What follows belongs to an exercise in optimizing a design on an open flow for small area; a production flow would make more cautious choices. Function was checked by simulation only, so behaviour that the tests miss may differ from the original. Power is estimated from default activity; no workload was simulated.

<file path="flow/run.sh">
#!/bin/bash
# synth_recipe.tcl (not shown) runs the flow's synth.tcl, then flattens the netlist and writes it again
# the make line also repeats each setting of config.mk as NAME=value (left out here)
make -C /OpenROAD-flow-scripts/flow DESIGN_CONFIG=/design/flow/config.mk WORK_HOME=/design/flow/orfs CLKGATE_MAP_FILE= SYNTH_SCRIPT=/design/flow/synth_recipe.tcl finish
</file>
<file path="flow/config.mk">
export PLATFORM = sky130hd
export DESIGN_NAME = Array_44
export DESIGN_NICKNAME = Array_44
export VERILOG_FILES = /design/flow/design.v
export SDC_FILE = /design/flow/constraint.sdc
export NUM_CORES = 8
export LEC_CHECK = 0
export CAP_MARGIN = 30
export CORE_MARGIN = 2
export CORE_UTILIZATION = 40
export SLEW_MARGIN = 20
</file>
<file path="flow/constraint.sdc">
create_clock -name core_clock -period 9.5 [get_ports {Clk}]
set_input_delay 1.9000 -clock core_clock [delete_from_list [all_inputs] [get_ports {Clk}]]
set_output_delay 1.9000 -clock core_clock [all_outputs]
set_load 0.01 [all_outputs]
</file>
<file path="flow/design.v">
`timescale 1ns/1ps
module ACT_PRE_PROCESS_UNIT(Input_act_data,mask,Output_act_data);
	parameter DATA_WIDTH = 8;
	parameter BLOCK_NUMBER = 16;
	input [BLOCK_NUMBER*DATA_WIDTH-1:0]Input_act_data;
	input [3:0]mask;
	output reg [DATA_WIDTH-1:0]Output_act_data;
	always @(Input_act_data,mask)
	begin
		case(mask)
		4'b0000:Output_act_data = Input_act_data[DATA_WIDTH*1-1:DATA_WIDTH*0];
		4'b0001:Output_act_data = Input_act_data[DATA_WIDTH*2-1:DATA_WIDTH*1];
		4'b0010:Output_act_data = Input_act_data[DATA_WIDTH*3-1:DATA_WIDTH*2];
		4'b0011:Output_act_data = Input_act_data[DATA_WIDTH*4-1:DATA_WIDTH*3];
		4'b0100:Output_act_data = Input_act_data[DATA_WIDTH*5-1:DATA_WIDTH*4];
		4'b0101:Output_act_data = Input_act_data[DATA_WIDTH*6-1:DATA_WIDTH*5];
		4'b0110:Output_act_data = Input_act_data[DATA_WIDTH*7-1:DATA_WIDTH*6];
		4'b0111:Output_act_data = Input_act_data[DATA_WIDTH*8-1:DATA_WIDTH*7];
		4'b1000:Output_act_data = Input_act_data[DATA_WIDTH*9-1:DATA_WIDTH*8];
		4'b1001:Output_act_data = Input_act_data[DATA_WIDTH*10-1:DATA_WIDTH*9];
		4'b1010:Output_act_data = Input_act_data[DATA_WIDTH*11-1:DATA_WIDTH*10];
		4'b1011:Output_act_data = Input_act_data[DATA_WIDTH*12-1:DATA_WIDTH*11];
		4'b1100:Output_act_data = Input_act_data[DATA_WIDTH*13-1:DATA_WIDTH*12];
		4'b1101:Output_act_data = Input_act_data[DATA_WIDTH*14-1:DATA_WIDTH*13];
		4'b1110:Output_act_data = Input_act_data[DATA_WIDTH*15-1:DATA_WIDTH*14];
		4'b1111:Output_act_data = Input_act_data[DATA_WIDTH*16-1:DATA_WIDTH*15];	
		endcase
	end
endmodule 
`timescale 1ns/1ps
module CONTROL_UNIT(Mask,Direction,Select_signal);
	input [3:0]Mask;
	input Direction;
	output reg [1:0]Select_signal;
	always @(Direction,Mask)
	begin
		if(Direction == 0)
			Select_signal = Mask[3:2];
		else 
		begin
			Select_signal = Mask[1:0];
		end
	end
endmodule 
`timescale 1ns/100ps
module MAC_UNIT(Input_act,Input_weight,Block_control,Select,Clk,Output_0,Output_1,Output_2,Output_3,rst);
	parameter DATA_WIDTH = 8;
	parameter BLOCK_WIDTH = 4;
	parameter SELECT_WIDTH = 2;
	input [DATA_WIDTH-1:0]Input_act;
	input [DATA_WIDTH-1:0]Input_weight;
	input Block_control;
	input [SELECT_WIDTH-1:0] Select;
	input Clk;
	input rst;
	output reg [4*DATA_WIDTH-1:0] Output_0;
	output reg [4*DATA_WIDTH-1:0] Output_1;
	output reg [4*DATA_WIDTH-1:0] Output_2;
	output reg [4*DATA_WIDTH-1:0] Output_3;
	wire Block_control_out;
	wire [4*DATA_WIDTH-1:0]multi_result;
	wire [4*DATA_WIDTH-1:0]add_result;
	reg [4*DATA_WIDTH-1:0]output_mux;
    reg [4*DATA_WIDTH-1:0] Input_mux_0;
	reg [4*DATA_WIDTH-1:0] Input_mux_1;
	reg [4*DATA_WIDTH-1:0] Input_mux_2;
	reg [4*DATA_WIDTH-1:0] Input_mux_3;
	assign multi_result = Input_act*Input_weight;
	assign add_result = multi_result+output_mux;
	always@(posedge Clk)
	begin
		if(!rst)
		begin
			Input_mux_0 <= 0;
			Input_mux_1 <= 0;
			Input_mux_2 <= 0;
			Input_mux_3 <= 0;
		end
		else if(rst == 1)
	    begin
			if(Block_control == 1)
			begin
				if(Select == 0)
				begin
					Input_mux_0 <= add_result;
				end
				else if(Select == 1) 
				begin
					Input_mux_1 <= add_result;
				end
				else if(Select == 2)
				begin
					Input_mux_2 <= add_result;
				end
				else if(Select == 3)
				begin
					Input_mux_3 <= add_result;
				end
			end
			else if(Block_control == 0)
			begin
				Input_mux_0 <= 0;
				Input_mux_1 <= 0;
				Input_mux_2 <= 0;
				Input_mux_3 <= 0;
			end
		end
	end
	always @(*)
	begin
		case(Select)
			2'b00: begin
				   output_mux = Input_mux_0;
				   end
			2'b01: begin
				   output_mux = Input_mux_1;
				   end
			2'b10: begin
				   output_mux = Input_mux_2;
				   end
			2'b11: begin
				   output_mux = Input_mux_3;
				   end
		endcase
	end
	assign Block_control_out = ~Block_control;
	always @(*)
	begin
		if(Block_control_out == 1)
			Output_0 = Input_mux_0;
		else
			Output_0 = 0;
	end
	always @(*)
	begin
		if(Block_control_out == 1)
			Output_1 = Input_mux_1;
		else
			Output_1 = 0;
	end
	always @(*)
	begin
		if(Block_control_out == 1)
			Output_2 = Input_mux_2;
		else
			Output_2 = 0;
	end
	always @(*)
	begin
		if(Block_control_out == 1)
			Output_3= Input_mux_3;
		else
			Output_3 = 0;
	end
endmodule
`timescale 1ns/100ps
module RESULT_PROCESS(Input_data_0,Input_data_1,Input_data_2,Input_data_3,Control,Clk,rst,
				      Output_data_0,Output_data_1,Output_data_2,Output_data_3);
	parameter DATA_WIDTH = 8;
	input [4*DATA_WIDTH-1:0]Input_data_0;
	input [4*DATA_WIDTH-1:0]Input_data_1;
	input [4*DATA_WIDTH-1:0]Input_data_2;
	input [4*DATA_WIDTH-1:0]Input_data_3;
	input Control;
	input Clk;
	input rst;
	output [4*DATA_WIDTH-1:0]Output_data_0;
	output [4*DATA_WIDTH-1:0]Output_data_1;
	output [4*DATA_WIDTH-1:0]Output_data_2;
	output [4*DATA_WIDTH-1:0]Output_data_3;
	RESULT_ACC result_acc_0(.Input_data(Input_data_0),.Control(Control),.Clk(Clk),.rst(rst),.Output_data(Output_data_0));
	RESULT_ACC result_acc_1(.Input_data(Input_data_1),.Control(Control),.Clk(Clk),.rst(rst),.Output_data(Output_data_1));
	RESULT_ACC result_acc_2(.Input_data(Input_data_2),.Control(Control),.Clk(Clk),.rst(rst),.Output_data(Output_data_2));
	RESULT_ACC result_acc_3(.Input_data(Input_data_3),.Control(Control),.Clk(Clk),.rst(rst),.Output_data(Output_data_3));
endmodule
module RESULT_ACC(Input_data,Control,Clk,rst,Output_data);
	parameter DATA_WIDTH = 8;
	input [4*DATA_WIDTH-1:0] Input_data;
	input Control;
	input Clk;
	input rst;
	output reg [4*DATA_WIDTH-1:0]Output_data;
	reg [4*DATA_WIDTH-1:0]ACC_data;	
	wire [4*DATA_WIDTH-1:0]ACC_partial_data;
	reg [4*DATA_WIDTH-1:0]ACC_partial_OutputMUX_data;
	reg [4*DATA_WIDTH-1:0]ACC_partial_InputMUX_data;
	assign ACC_partial_data = ACC_data + Input_data;
	always@(posedge Clk)
	begin
		if(!rst)begin
			ACC_partial_InputMUX_data <= 0;
		end
		else begin
			ACC_partial_InputMUX_data <= ACC_partial_data;
		end
	end
	always @(*)
	begin
		Output_data = ACC_partial_InputMUX_data;
		ACC_partial_OutputMUX_data = ACC_partial_InputMUX_data;
	end
	always @(ACC_partial_OutputMUX_data,Control)
	begin
	   if(Control == 1)
	       ACC_data = ACC_partial_OutputMUX_data;
	   else
	       ACC_data = 0;
	end
endmodule
`timescale 1ns/1ps
module RESULT_SELECT(Result_local_0,Result_local_1,Result_local_2,Result_local_3,
					 ResultIn_0,ResultIn_1,ResultIn_2,ResultIn_3,Clk,ResultCapture,rst,
					 ResultOut_0,ResultOut_1,ResultOut_2,ResultOut_3);
	parameter DATA_WIDTH = 8;
	input [4*DATA_WIDTH-1:0] Result_local_0;
	input [4*DATA_WIDTH-1:0] Result_local_1;
	input [4*DATA_WIDTH-1:0] Result_local_2;
	input [4*DATA_WIDTH-1:0] Result_local_3;
	input [4*DATA_WIDTH-1:0] ResultIn_0;
	input [4*DATA_WIDTH-1:0] ResultIn_1;
	input [4*DATA_WIDTH-1:0] ResultIn_2;
	input [4*DATA_WIDTH-1:0] ResultIn_3;
	input Clk;
	input rst;
	input ResultCapture;
	output reg [4*DATA_WIDTH-1:0] ResultOut_0;
	output reg [4*DATA_WIDTH-1:0] ResultOut_1;
	output reg [4*DATA_WIDTH-1:0] ResultOut_2;
	output reg [4*DATA_WIDTH-1:0] ResultOut_3;
	reg [4*DATA_WIDTH-1:0]ResultOut_mux_0;
	reg [4*DATA_WIDTH-1:0]ResultOut_mux_1;
	reg [4*DATA_WIDTH-1:0]ResultOut_mux_2;
	reg [4*DATA_WIDTH-1:0]ResultOut_mux_3;
	always @(ResultCapture,Result_local_0,ResultIn_0)
	begin
		if(ResultCapture == 0)
			ResultOut_mux_0 = Result_local_0;
		else
			ResultOut_mux_0 = ResultIn_0;
	end
	always @(ResultCapture,Result_local_1,ResultIn_1)
	begin
		if(ResultCapture == 0)
			ResultOut_mux_1 = Result_local_1;
		else
			ResultOut_mux_1 = ResultIn_1;
	end
	always @(ResultCapture,Result_local_2,ResultIn_2)
	begin
		if(ResultCapture == 0)
			ResultOut_mux_2 = Result_local_2;
		else
			ResultOut_mux_2 = ResultIn_2;
	end
	always @(ResultCapture,Result_local_3,ResultIn_3)
	begin
		if(ResultCapture == 0)
			ResultOut_mux_3 = Result_local_3;
		else
			ResultOut_mux_3 = ResultIn_3;
	end
	always @(posedge Clk)
	begin
		if(!rst)begin
			ResultOut_0 <= 0;
			ResultOut_1 <= 0;
			ResultOut_2 <= 0;
			ResultOut_3 <= 0;
		end
		else begin
			ResultOut_0 <= ResultOut_mux_0;
			ResultOut_1 <= ResultOut_mux_1;
			ResultOut_2 <= ResultOut_mux_2;
			ResultOut_3 <= ResultOut_mux_3;	
		end
	end
endmodule
`timescale 1ns/100ps
module CELL_UNIT (Input_act_data,Input_weight,mask,Block_control,Direction,Control,ResultCapture,Clk,rst,
            Cell_Output_data_0,Cell_Output_data_1,Cell_Output_data_2,Cell_Output_data_3,
            ResultIn_0,ResultIn_1,ResultIn_2,ResultIn_3);
	parameter DATA_WIDTH = 8;
	parameter BLOCK_WIDTH = 4;
	parameter SELECT_WIDTH = 2;
    input [BLOCK_WIDTH*BLOCK_WIDTH*DATA_WIDTH-1:0]Input_act_data;
	input [DATA_WIDTH-1:0]Input_weight;
    input [4*DATA_WIDTH-1:0]ResultIn_0;
    input [4*DATA_WIDTH-1:0]ResultIn_1;
    input [4*DATA_WIDTH-1:0]ResultIn_2;
    input [4*DATA_WIDTH-1:0]ResultIn_3;
    input [BLOCK_WIDTH-1:0]mask;
    input Block_control;
    input Direction;
    input Control;
    input ResultCapture;
    input Clk;
	input rst;
    output wire [4*DATA_WIDTH-1:0]Cell_Output_data_0;
    output wire [4*DATA_WIDTH-1:0]Cell_Output_data_1;
    output wire [4*DATA_WIDTH-1:0]Cell_Output_data_2;
    output wire [4*DATA_WIDTH-1:0]Cell_Output_data_3;
    wire [DATA_WIDTH-1:0]Input_act;
    wire [1:0]Select;
    wire [4*DATA_WIDTH-1:0] MAC_Output_0;
    wire [4*DATA_WIDTH-1:0] MAC_Output_1;
    wire [4*DATA_WIDTH-1:0] MAC_Output_2;
    wire [4*DATA_WIDTH-1:0] MAC_Output_3;
    wire [4*DATA_WIDTH-1:0]Result_Process_Output_0;
    wire [4*DATA_WIDTH-1:0]Result_Process_Output_1;
    wire [4*DATA_WIDTH-1:0]Result_Process_Output_2;
    wire [4*DATA_WIDTH-1:0]Result_Process_Output_3;
    ACT_PRE_PROCESS_UNIT act_pre_process_unit(
        .Input_act_data(Input_act_data),
        .mask(mask),
        .Output_act_data(Input_act)
    );
    CONTROL_UNIT control_unit(
        .Mask(mask),
        .Direction(Direction),
        .Select_signal(Select)
    );
    MAC_UNIT mac_unit(
        .Input_act(Input_act),
        .Input_weight(Input_weight),
        .Block_control(Block_control),
        .Select(Select),
        .Clk(Clk),
		.rst(rst),
        .Output_0(MAC_Output_0),
        .Output_1(MAC_Output_1),
        .Output_2(MAC_Output_2),
        .Output_3(MAC_Output_3)
    );
    RESULT_PROCESS result_process(
        .Input_data_0(MAC_Output_0),
        .Input_data_1(MAC_Output_1),
        .Input_data_2(MAC_Output_2),
        .Input_data_3(MAC_Output_3),
        .Control(Control),
        .Clk(Clk),
		.rst(rst),
        .Output_data_0(Result_Process_Output_0),
        .Output_data_1(Result_Process_Output_1),
        .Output_data_2(Result_Process_Output_2),
        .Output_data_3(Result_Process_Output_3)
    );
    RESULT_SELECT result_select(
        .Result_local_0(Result_Process_Output_0),
        .Result_local_1(Result_Process_Output_1),
        .Result_local_2(Result_Process_Output_2),
        .Result_local_3(Result_Process_Output_3),
        .ResultIn_0(ResultIn_0),
        .ResultIn_1(ResultIn_1),
        .ResultIn_2(ResultIn_2),
        .ResultIn_3(ResultIn_3),
        .Clk(Clk),
		.rst(rst),
        .ResultCapture(ResultCapture),
        .ResultOut_0(Cell_Output_data_0),
        .ResultOut_1(Cell_Output_data_1),
        .ResultOut_2(Cell_Output_data_2),
        .ResultOut_3(Cell_Output_data_3)
    );
endmodule
`timescale 1ns/100ps
module Array_44 #(
	parameter DATA_WIDTH = 8,
	parameter BLOCK_SIZE = 4,
	parameter SELECT_WIDTH = 2,
	parameter ARRAY_SIZE = 4
	)(
	input [BLOCK_SIZE*BLOCK_SIZE*DATA_WIDTH-1:0]Input_act0,
	input [BLOCK_SIZE*BLOCK_SIZE*DATA_WIDTH-1:0]Input_act1,
	input [BLOCK_SIZE*BLOCK_SIZE*DATA_WIDTH-1:0]Input_act2,
	input [BLOCK_SIZE*BLOCK_SIZE*DATA_WIDTH-1:0]Input_act3,
	input [DATA_WIDTH-1:0]Input_weight0,
	input [DATA_WIDTH-1:0]Input_weight1,
	input [DATA_WIDTH-1:0]Input_weight2,
	input [DATA_WIDTH-1:0]Input_weight3,
	input [4*DATA_WIDTH-1:0]Resultln0,
	input [4*DATA_WIDTH-1:0]Resultln1,
	input [4*DATA_WIDTH-1:0]Resultln2,
	input [4*DATA_WIDTH-1:0]Resultln3,
	input [4*DATA_WIDTH-1:0]Resultln4,
	input [4*DATA_WIDTH-1:0]Resultln5,
	input [4*DATA_WIDTH-1:0]Resultln6,
	input [4*DATA_WIDTH-1:0]Resultln7,
	input [4*DATA_WIDTH-1:0]Resultln8,
	input [4*DATA_WIDTH-1:0]Resultln9,
	input [4*DATA_WIDTH-1:0]Resultln10,
	input [4*DATA_WIDTH-1:0]Resultln11,
	input [4*DATA_WIDTH-1:0]Resultln12,
	input [4*DATA_WIDTH-1:0]Resultln13,
	input [4*DATA_WIDTH-1:0]Resultln14,
	input [4*DATA_WIDTH-1:0]Resultln15,
	input [3:0]mask0,
	input [3:0]mask1,
	input [3:0]mask2,
	input [3:0]mask3,
	input [3:0]mask4,
	input [3:0]mask5,
	input [3:0]mask6,
	input [3:0]mask7,
	input [3:0]mask8,
	input [3:0]mask9,
	input [3:0]mask10,
	input [3:0]mask11,
	input [3:0]mask12,
	input [3:0]mask13,
	input [3:0]mask14,
	input [3:0]mask15,
	input Block_control,
	input Direction,
	input Control,
	input ResultCapture,
	input Clk,
	input rst,
	output [4*DATA_WIDTH-1:0]Array_Output0,
	output [4*DATA_WIDTH-1:0]Array_Output1,
	output [4*DATA_WIDTH-1:0]Array_Output2,
	output [4*DATA_WIDTH-1:0]Array_Output3,
	output [4*DATA_WIDTH-1:0]Array_Output4,
	output [4*DATA_WIDTH-1:0]Array_Output5,
	output [4*DATA_WIDTH-1:0]Array_Output6,
	output [4*DATA_WIDTH-1:0]Array_Output7,
	output [4*DATA_WIDTH-1:0]Array_Output8,
	output [4*DATA_WIDTH-1:0]Array_Output9,
	output [4*DATA_WIDTH-1:0]Array_Output10,
	output [4*DATA_WIDTH-1:0]Array_Output11,
	output [4*DATA_WIDTH-1:0]Array_Output12,
	output [4*DATA_WIDTH-1:0]Array_Output13,
	output [4*DATA_WIDTH-1:0]Array_Output14,
	output [4*DATA_WIDTH-1:0]Array_Output15	
	);
	wire [4*DATA_WIDTH-1:0]Array_process[4*(BLOCK_SIZE-1)*BLOCK_SIZE-1:0];
	CELL_UNIT
	#(
		.DATA_WIDTH(DATA_WIDTH),
		.BLOCK_WIDTH(BLOCK_SIZE),
		.SELECT_WIDTH(SELECT_WIDTH)
	)
	Cell_unit_00
	(
		.Input_act_data(Input_act0),
		.Input_weight(Input_weight0),
		.mask(mask0),
		.Block_control(Block_control),
		.Direction(Direction),
		.Control(Control),
		.ResultCapture(ResultCapture),
		.Clk(Clk),
		.rst(rst),
		.ResultIn_0(Resultln0),
		.ResultIn_1(Resultln1),
		.ResultIn_2(Resultln2),
		.ResultIn_3(Resultln3),
		.Cell_Output_data_0(Array_process[0]),
		.Cell_Output_data_1(Array_process[1]),
		.Cell_Output_data_2(Array_process[2]),
		.Cell_Output_data_3(Array_process[3])
	);
	CELL_UNIT
	#(
		.DATA_WIDTH(DATA_WIDTH),
		.BLOCK_WIDTH(BLOCK_SIZE),
		.SELECT_WIDTH(SELECT_WIDTH)
	)
	Cell_unit_10
	(
		.Input_act_data(Input_act1),
		.Input_weight(Input_weight0),
		.mask(mask4),
		.Block_control(Block_control),
		.Direction(Direction),
		.Control(Control),
		.ResultCapture(ResultCapture),
		.Clk(Clk),
		.rst(rst),
		.ResultIn_0(Array_process[0]),
		.ResultIn_1(Array_process[1]),
		.ResultIn_2(Array_process[2]),
		.ResultIn_3(Array_process[3]),
		.Cell_Output_data_0(Array_process[16]),
		.Cell_Output_data_1(Array_process[17]),
		.Cell_Output_data_2(Array_process[18]),
		.Cell_Output_data_3(Array_process[19])
	);
	CELL_UNIT
	#(
		.DATA_WIDTH(DATA_WIDTH),
		.BLOCK_WIDTH(BLOCK_SIZE),
		.SELECT_WIDTH(SELECT_WIDTH)
	)
	Cell_unit_20
	(
		.Input_act_data(Input_act2),
		.Input_weight(Input_weight0),
		.mask(mask8),
		.Block_control(Block_control),
		.Direction(Direction),
		.Control(Control),
		.ResultCapture(ResultCapture),
		.Clk(Clk),
		.rst(rst),
		.ResultIn_0(Array_process[16]),
		.ResultIn_1(Array_process[17]),
		.ResultIn_2(Array_process[18]),
		.ResultIn_3(Array_process[19]),
		.Cell_Output_data_0(Array_process[32]),
		.Cell_Output_data_1(Array_process[33]),
		.Cell_Output_data_2(Array_process[34]),
		.Cell_Output_data_3(Array_process[35])
	);
	CELL_UNIT
	#(
		.DATA_WIDTH(DATA_WIDTH),
		.BLOCK_WIDTH(BLOCK_SIZE),
		.SELECT_WIDTH(SELECT_WIDTH)
	)
	Cell_unit_30
	(
		.Input_act_data(Input_act3),
		.Input_weight(Input_weight0),
		.mask(mask12),
		.Block_control(Block_control),
		.Direction(Direction),
		.Control(Control),
		.ResultCapture(ResultCapture),
		.Clk(Clk),
		.rst(rst),
		.ResultIn_0(Array_process[32]),
		.ResultIn_1(Array_process[33]),
		.ResultIn_2(Array_process[34]),
		.ResultIn_3(Array_process[35]),
		.Cell_Output_data_0(Array_Output0),
		.Cell_Output_data_1(Array_Output1),
		.Cell_Output_data_2(Array_Output2),
		.Cell_Output_data_3(Array_Output3)
	);
	CELL_UNIT
	#(
		.DATA_WIDTH(DATA_WIDTH),
		.BLOCK_WIDTH(BLOCK_SIZE),
		.SELECT_WIDTH(SELECT_WIDTH)
	)
	Cell_unit_01
	(
		.Input_act_data(Input_act0),
		.Input_weight(Input_weight1),
		.mask(mask1),
		.Block_control(Block_control),
		.Direction(Direction),
		.Control(Control),
		.ResultCapture(ResultCapture),
		.Clk(Clk),
		.rst(rst),
		.ResultIn_0(Resultln4),
		.ResultIn_1(Resultln5),
		.ResultIn_2(Resultln6),
		.ResultIn_3(Resultln7),
		.Cell_Output_data_0(Array_process[4]),
		.Cell_Output_data_1(Array_process[5]),
		.Cell_Output_data_2(Array_process[6]),
		.Cell_Output_data_3(Array_process[7])
	);
	CELL_UNIT
	#(
		.DATA_WIDTH(DATA_WIDTH),
		.BLOCK_WIDTH(BLOCK_SIZE),
		.SELECT_WIDTH(SELECT_WIDTH)
	)
	Cell_unit_11
	(
		.Input_act_data(Input_act1),
		.Input_weight(Input_weight1),
		.mask(mask5),
		.Block_control(Block_control),
		.Direction(Direction),
		.Control(Control),
		.ResultCapture(ResultCapture),
		.Clk(Clk),
		.rst(rst),
		.ResultIn_0(Array_process[4]),
		.ResultIn_1(Array_process[5]),
		.ResultIn_2(Array_process[6]),
		.ResultIn_3(Array_process[7]),
		.Cell_Output_data_0(Array_process[20]),
		.Cell_Output_data_1(Array_process[21]),
		.Cell_Output_data_2(Array_process[22]),
		.Cell_Output_data_3(Array_process[23])
	);
	CELL_UNIT
	#(
		.DATA_WIDTH(DATA_WIDTH),
		.BLOCK_WIDTH(BLOCK_SIZE),
		.SELECT_WIDTH(SELECT_WIDTH)
	)
	Cell_unit_21
	(
		.Input_act_data(Input_act2),
		.Input_weight(Input_weight1),
		.mask(mask9),
		.Block_control(Block_control),
		.Direction(Direction),
		.Control(Control),
		.ResultCapture(ResultCapture),
		.Clk(Clk),
		.rst(rst),
		.ResultIn_0(Array_process[20]),
		.ResultIn_1(Array_process[21]),
		.ResultIn_2(Array_process[22]),
		.ResultIn_3(Array_process[23]),
		.Cell_Output_data_0(Array_process[36]),
		.Cell_Output_data_1(Array_process[37]),
		.Cell_Output_data_2(Array_process[38]),
		.Cell_Output_data_3(Array_process[39])
	);
	CELL_UNIT
	#(
		.DATA_WIDTH(DATA_WIDTH),
		.BLOCK_WIDTH(BLOCK_SIZE),
		.SELECT_WIDTH(SELECT_WIDTH)
	)
	Cell_unit_31
	(
		.Input_act_data(Input_act3),
		.Input_weight(Input_weight1),
		.mask(mask13),
		.Block_control(Block_control),
		.Direction(Direction),
		.Control(Control),
		.ResultCapture(ResultCapture),
		.Clk(Clk),
		.rst(rst),
		.ResultIn_0(Array_process[36]),
		.ResultIn_1(Array_process[37]),
		.ResultIn_2(Array_process[38]),
		.ResultIn_3(Array_process[39]),
		.Cell_Output_data_0(Array_Output4),
		.Cell_Output_data_1(Array_Output5),
		.Cell_Output_data_2(Array_Output6),
		.Cell_Output_data_3(Array_Output7)
	);
	CELL_UNIT
	#(
		.DATA_WIDTH(DATA_WIDTH),
		.BLOCK_WIDTH(BLOCK_SIZE),
		.SELECT_WIDTH(SELECT_WIDTH)
	)
	Cell_unit_02
	(
		.Input_act_data(Input_act0),
		.Input_weight(Input_weight2),
		.mask(mask2),
		.Block_control(Block_control),
		.Direction(Direction),
		.Control(Control),
		.ResultCapture(ResultCapture),
		.Clk(Clk),
		.rst(rst),
		.ResultIn_0(Resultln8),
		.ResultIn_1(Resultln9),
		.ResultIn_2(Resultln10),
		.ResultIn_3(Resultln11),
		.Cell_Output_data_0(Array_process[8]),
		.Cell_Output_data_1(Array_process[9]),
		.Cell_Output_data_2(Array_process[10]),
		.Cell_Output_data_3(Array_process[11])
	);
	CELL_UNIT
	#(
		.DATA_WIDTH(DATA_WIDTH),
		.BLOCK_WIDTH(BLOCK_SIZE),
		.SELECT_WIDTH(SELECT_WIDTH)
	)
	Cell_unit_12
	(
		.Input_act_data(Input_act1),
		.Input_weight(Input_weight2),
		.mask(mask6),
		.Block_control(Block_control),
		.Direction(Direction),
		.Control(Control),
		.ResultCapture(ResultCapture),
		.Clk(Clk),
		.rst(rst),
		.ResultIn_0(Array_process[8]),
		.ResultIn_1(Array_process[9]),
		.ResultIn_2(Array_process[10]),
		.ResultIn_3(Array_process[11]),
		.Cell_Output_data_0(Array_process[24]),
		.Cell_Output_data_1(Array_process[25]),
		.Cell_Output_data_2(Array_process[26]),
		.Cell_Output_data_3(Array_process[27])
	);
	CELL_UNIT
	#(
		.DATA_WIDTH(DATA_WIDTH),
		.BLOCK_WIDTH(BLOCK_SIZE),
		.SELECT_WIDTH(SELECT_WIDTH)
	)
	Cell_unit_22
	(
		.Input_act_data(Input_act2),
		.Input_weight(Input_weight2),
		.mask(mask10),
		.Block_control(Block_control),
		.Direction(Direction),
		.Control(Control),
		.ResultCapture(ResultCapture),
		.Clk(Clk),
		.rst(rst),
		.ResultIn_0(Array_process[24]),
		.ResultIn_1(Array_process[25]),
		.ResultIn_2(Array_process[26]),
		.ResultIn_3(Array_process[27]),
		.Cell_Output_data_0(Array_process[40]),
		.Cell_Output_data_1(Array_process[41]),
		.Cell_Output_data_2(Array_process[42]),
		.Cell_Output_data_3(Array_process[43])
	);
	CELL_UNIT
	#(
		.DATA_WIDTH(DATA_WIDTH),
		.BLOCK_WIDTH(BLOCK_SIZE),
		.SELECT_WIDTH(SELECT_WIDTH)
	)
	Cell_unit_32
	(
		.Input_act_data(Input_act3),
		.Input_weight(Input_weight2),
		.mask(mask14),
		.Block_control(Block_control),
		.Direction(Direction),
		.Control(Control),
		.ResultCapture(ResultCapture),
		.Clk(Clk),
		.rst(rst),
		.ResultIn_0(Array_process[40]),
		.ResultIn_1(Array_process[41]),
		.ResultIn_2(Array_process[42]),
		.ResultIn_3(Array_process[43]),
		.Cell_Output_data_0(Array_Output8),
		.Cell_Output_data_1(Array_Output9),
		.Cell_Output_data_2(Array_Output10),
		.Cell_Output_data_3(Array_Output11)
	);
	CELL_UNIT
	#(
		.DATA_WIDTH(DATA_WIDTH),
		.BLOCK_WIDTH(BLOCK_SIZE),
		.SELECT_WIDTH(SELECT_WIDTH)
	)
	Cell_unit_03
	(
		.Input_act_data(Input_act0),
		.Input_weight(Input_weight3),
		.mask(mask3),
		.Block_control(Block_control),
		.Direction(Direction),
		.Control(Control),
		.ResultCapture(ResultCapture),
		.Clk(Clk),
		.rst(rst),
		.ResultIn_0(Resultln12),
		.ResultIn_1(Resultln13),
		.ResultIn_2(Resultln14),
		.ResultIn_3(Resultln15),
		.Cell_Output_data_0(Array_process[12]),
		.Cell_Output_data_1(Array_process[13]),
		.Cell_Output_data_2(Array_process[14]),
		.Cell_Output_data_3(Array_process[15])
	);
	CELL_UNIT
	#(
		.DATA_WIDTH(DATA_WIDTH),
		.BLOCK_WIDTH(BLOCK_SIZE),
		.SELECT_WIDTH(SELECT_WIDTH)
	)
	Cell_unit_13
	(
		.Input_act_data(Input_act1),
		.Input_weight(Input_weight3),
		.mask(mask7),
		.Block_control(Block_control),
		.Direction(Direction),
		.Control(Control),
		.ResultCapture(ResultCapture),
		.Clk(Clk),
		.rst(rst),
		.ResultIn_0(Array_process[12]),
		.ResultIn_1(Array_process[13]),
		.ResultIn_2(Array_process[14]),
		.ResultIn_3(Array_process[15]),
		.Cell_Output_data_0(Array_process[28]),
		.Cell_Output_data_1(Array_process[29]),
		.Cell_Output_data_2(Array_process[30]),
		.Cell_Output_data_3(Array_process[31])
	);
	CELL_UNIT
	#(
		.DATA_WIDTH(DATA_WIDTH),
		.BLOCK_WIDTH(BLOCK_SIZE),
		.SELECT_WIDTH(SELECT_WIDTH)
	)
	Cell_unit_23
	(
		.Input_act_data(Input_act2),
		.Input_weight(Input_weight3),
		.mask(mask11),
		.Block_control(Block_control),
		.Direction(Direction),
		.Control(Control),
		.ResultCapture(ResultCapture),
		.Clk(Clk),
		.rst(rst),
		.ResultIn_0(Array_process[28]),
		.ResultIn_1(Array_process[29]),
		.ResultIn_2(Array_process[30]),
		.ResultIn_3(Array_process[31]),
		.Cell_Output_data_0(Array_process[44]),
		.Cell_Output_data_1(Array_process[45]),
		.Cell_Output_data_2(Array_process[46]),
		.Cell_Output_data_3(Array_process[47])
	);
	CELL_UNIT
	#(
		.DATA_WIDTH(DATA_WIDTH),
		.BLOCK_WIDTH(BLOCK_SIZE),
		.SELECT_WIDTH(SELECT_WIDTH)
	)
	Cell_unit_33
	(
		.Input_act_data(Input_act3),
		.Input_weight(Input_weight3),
		.mask(mask15),
		.Block_control(Block_control),
		.Direction(Direction),
		.Control(Control),
		.ResultCapture(ResultCapture),
		.Clk(Clk),
		.rst(rst),
		.ResultIn_0(Array_process[44]),
		.ResultIn_1(Array_process[45]),
		.ResultIn_2(Array_process[46]),
		.ResultIn_3(Array_process[47]),
		.Cell_Output_data_0(Array_Output12),
		.Cell_Output_data_1(Array_Output13),
		.Cell_Output_data_2(Array_Output14),
		.Cell_Output_data_3(Array_Output15)
	);
endmodule 
</file>
==> notes.md <==
Seq pwr share: 26.9%
CTS tree: built
Die Y-Extent: 990 um
Min-Delay Path Depth: 2
Post-synth EDFFs: 0
Worst setup EP type: flip-flop
core area: 971000 um2
CP startpoint kind: primary input
combinational fraction of design power: 45.0%
Clock transition at path regs: 0.06 ns
Syn-to-layout area delta: 21.0%
post-synthesis adder-cell area fraction: 12.4%
Net Sw Power: 40.5 mW
clock skew: 0.0905 ns
Cell Area, Synth: 389000 um2
Setup CP Type: in -> reg
Worst Path Required: 10.45 ns
total global-route track usage: 37.1%
fmax: 108 MHz
Compound-Gate Fraction of Synth Area: 15.1%
initial drt markers: 39700
io pins: 1638
initial cell density of the core: 40.1%
simple-gate share of the synthesized area: 22.5%
wirelength, routed: 1900000 um
setup TNS: 0 ns
main combinational cell family by area after synthesis: simple AND/OR/NAND/NOR gates
Pwr per Cell Area: 224 nW/um2
status: no timing/DRC/antenna violations
Finish-stage setup viols: 0
Placer Congestion: 1.09
clock power share: 28.1%
Num CTS Buffers: 722
Pleak: 209 nW
Crit path max-delay family: compound AO/OA/AOI/OAI gates
Net Sw Frac: 38.3%
remaining routing DRC violations: 0
maximum vdd ir drop: 0.417 mV
1st-pass router iterations: 10
DR vias/cell: 5.73
vias in the first global route: 349000
period utilization: 97.6%
CTS root buf: clkbuf_16
initial antenna violation count: 318
die width: 990 um
flops & latches, synth: 6144
Clk Latency, worst-skew pair: 1.13 ns
layout cell share with drive strength beyond 1: 11.6%
Slew HR: 20.2%
Die Footprint: 981000 um2
commonest non-fill, non-tap cell in the layout: nor2_1
nets: 54400
WP depth: 43
sequential area share after synthesis: 31.6%
H-Tree Depth: 6
Arr. time, crit path: 10.22 ns
minimum clock period: 9.27 ns
clk sinks: 6144
Post-Syn Area per Cell: 8.40 um2
max incr delay on CP: 0.53 ns
Buf+Inv Stages, Crit Path: 12
max_cap viols: 0
Slowest cell on crit path: fa_1
Setup WS pre-CTS: -2.19 ns
FF-to-FF path depth: 15
WL per Instance: 29.9 um
filler cell count: 93100
post-synthesis mux area share: 9.28%
Fin. Hold Viols: 0
antenna viol nets, final: 0
worst-margin pin slew: 1.20 ns
first-pass GRT wire length: 2620000 um
# hold bufs at CTS: 0
Synth Instances: 46300
clk buf depth: 5
Syn Nets: 50900
yosys warns: 6
dpl hpwl: 1540000 um
PortBufs: 1637
Synth Flop Type: dfxtp_1
Slew Viols, Final: 0
setup ws final: 0.230 ns
Hold Path Class: reg -> reg
worst-path maximum fanout: 11
# rows: 362
synth unique cells: 113
GRT overflow: 0
ys async rst share: 0%
largest net degree at the start of global routing: 195
vias: 364000
Core Util, Final: 48.5%
Power Internal: 65.1 mW
xor-xnor portion of the synthesized cell area: 5.16%
most frequent cells in the layout: 6478 x nor2_1, 6144 x dfxtp_1, 3255 x a21oi_1, 3113 x buf_4, 3093 x nand2_1
==> power groups by stage <==
stage	logic [mW]	clock network, mW	registers (mW)
5_1_grt	50.6	30.9	28.5
6_report	47.5	29.6	28.4
2_1_floorplan	21.7	0	28.2
4_1_cts	46.6	29.9	28.3
3_5_place_dp	46.2	0	28.9
3_3_place_gp	45.8	0	28.9
==> cell usage after synthesis (68+ instances only) <==
library cell / count / area (um2)
clkbuf_1: 1965 / 7380
fa_1: 656 / 13100
o21a_1: 325 / 2440
a31oi_1: 328 / 2050
nor2_1: 6535 / 24500
xnor2_1: 1270 / 11100
a21oi_1: 3296 / 16500
o211ai_1: 113 / 848
dfxtp_1: 6144 / 123000
mux2i_1: 2311 / 23100
nand3_1: 719 / 3600
inv_1: 1696 / 6370
a22oi_1: 154 / 1160
nand2b_1: 463 / 2900
a2111oi_0: 75 / 657
nor2b_1: 2436 / 15200
and2_1: 2840 / 17800
a311oi_1: 68 / 596
o22ai_1: 82 / 513
or2_2: 79 / 494
or3_1: 287 / 1800
nor3b_1: 118 / 886
mux4_2: 488 / 11000
o31ai_1: 170 / 1280
nand2_1: 3098 / 11600
mux2_2: 156 / 1760
a21o_1: 1099 / 8250
a211oi_1: 496 / 3720
a32oi_1: 72 / 631
nand4_1: 196 / 1230
a21boi_0: 102 / 766
nor3_1: 735 / 3680
and3_1: 237 / 1480
buf_1: 336 / 1260
o21ai_0: 1783 / 8920
xor2_1: 1021 / 8940
o21bai_1: 260 / 1950
a211o_1: 72 / 631
a221oi_1: 142 / 1240
ha_1: 2816 / 35200
a22o_1: 85 / 744
==> metrics by stage <==
stage | std cells | area (um2) | total power, mW | hold slack (ns)
after CTS | 63300 | 469000 | 105 | 0.426
after floorplan | 46300 | 389000 | 49.8 | 0.437
after detailed placement | 62000 | 444000 | 75.1 | 0.454
final | 63600 | 471000 | 106 | 0.431
after global routing | 63400 | 471000 | 110 | 0.464
after global placement | 62000 | 444000 | 74.6 | 0.449
==> per-layer routing <==
| metal | part of all wire, % | vias up | GRT usage (%) |
|---|---|---|---|
| li1 | - | 167000 | - |
| met1 | 42 | 178000 | 48.9 |
| met2 | 42 | 16500 | 55.1 |
| met3 | 8.5 | 3354 | 7.55 |
| met4 | 7.9 | 112 | 24.1 |
| met5 | 0.040 | - | 0 |
==> timing repair <==
item | 4_1_cts | 5_1_grt
endpoints found under the setup margin | 78 | 458
buffers inserted | 1 | 17
pin swaps | 11 | 34
gates resized for setup | 28 | 126
gates cloned | 0 | 0
==> cell families (layout without fill, tap and decap cells) <==
group	Yosys count	count (layout)
flops	6144	6144
other cells	0	215
simple gates	18000	18000
compound gates	9339	9339
fa+ha+maj	3472	3472
xor+xnor	2291	2291
mux	2968	2968
buf+inv	4079	8170
==> final cells by class <==
class | instances | area, um2 | area share (%)
inverter | 1708 | 6420 | 1.36
clock inverter | 299 | 4090 | 0.868
multi-input combinational | 36100 | 252000 | 53.6
tap | 12900 | 16200 | 3.43
sequential | 6144 | 123000 | 26.1
timing repair buffer | 5165 | 47700 | 10.1
antenna | 215 | 538 | 0.114
clock buffer | 998 | 20800 | 4.41
==> worst min-delay path: cells and delay by family (launching register included) <==
kind | cells | cell delay (ns)
mux | 1 | 0.06
simple gates | 1 | 0.08
flops | 1 | 0.31
==> path summary, 6_finish.rpt <==
check	start	to	slack, ns
worst min register to register	Cell_unit_02.result_select.ResultOut_0[15]	Cell_unit_12.result_select.ResultOut_0[15]	0.43
worst min-delay path	Cell_unit_02.result_select.ResultOut_0[15]	Cell_unit_12.result_select.ResultOut_0[15]	0.43
worst max register to register	Cell_unit_10.mac_unit.Input_mux_2[0]	flip-flop	4.35
worst max-delay path	mask10[3]	Cell_unit_22.mac_unit.Input_mux_0[24]	0.23

[what the ideal ports hide]
Ports are ideal in the flow. The routed layout listed here was re-timed in OpenROAD.
Step 1 sets driving cells, clkbuf_16 on the clock port and buf_2 on the other inputs (assumed; they add their load-dependent delay and slew).
Step 2 also shifts input and output timing later by t, the mid clock arrival at the registers, as if the neighbouring blocks saw the same clock.
a / b / c = no drivers / after step 1 / after step 2; a / b = the first two.
t, ns: 1.252
slack for setup (ns): 0.230 / -0.087 / -1.339
clock arrival spread, ns: 0.139 / 0.139
cell pins on the clock port's net: 1
With both steps, setup timing fails in this run, where it was met with ideal ports. The setup slack of this run moves by -0.317 ns with the drivers and by -1.569 ns with both steps.
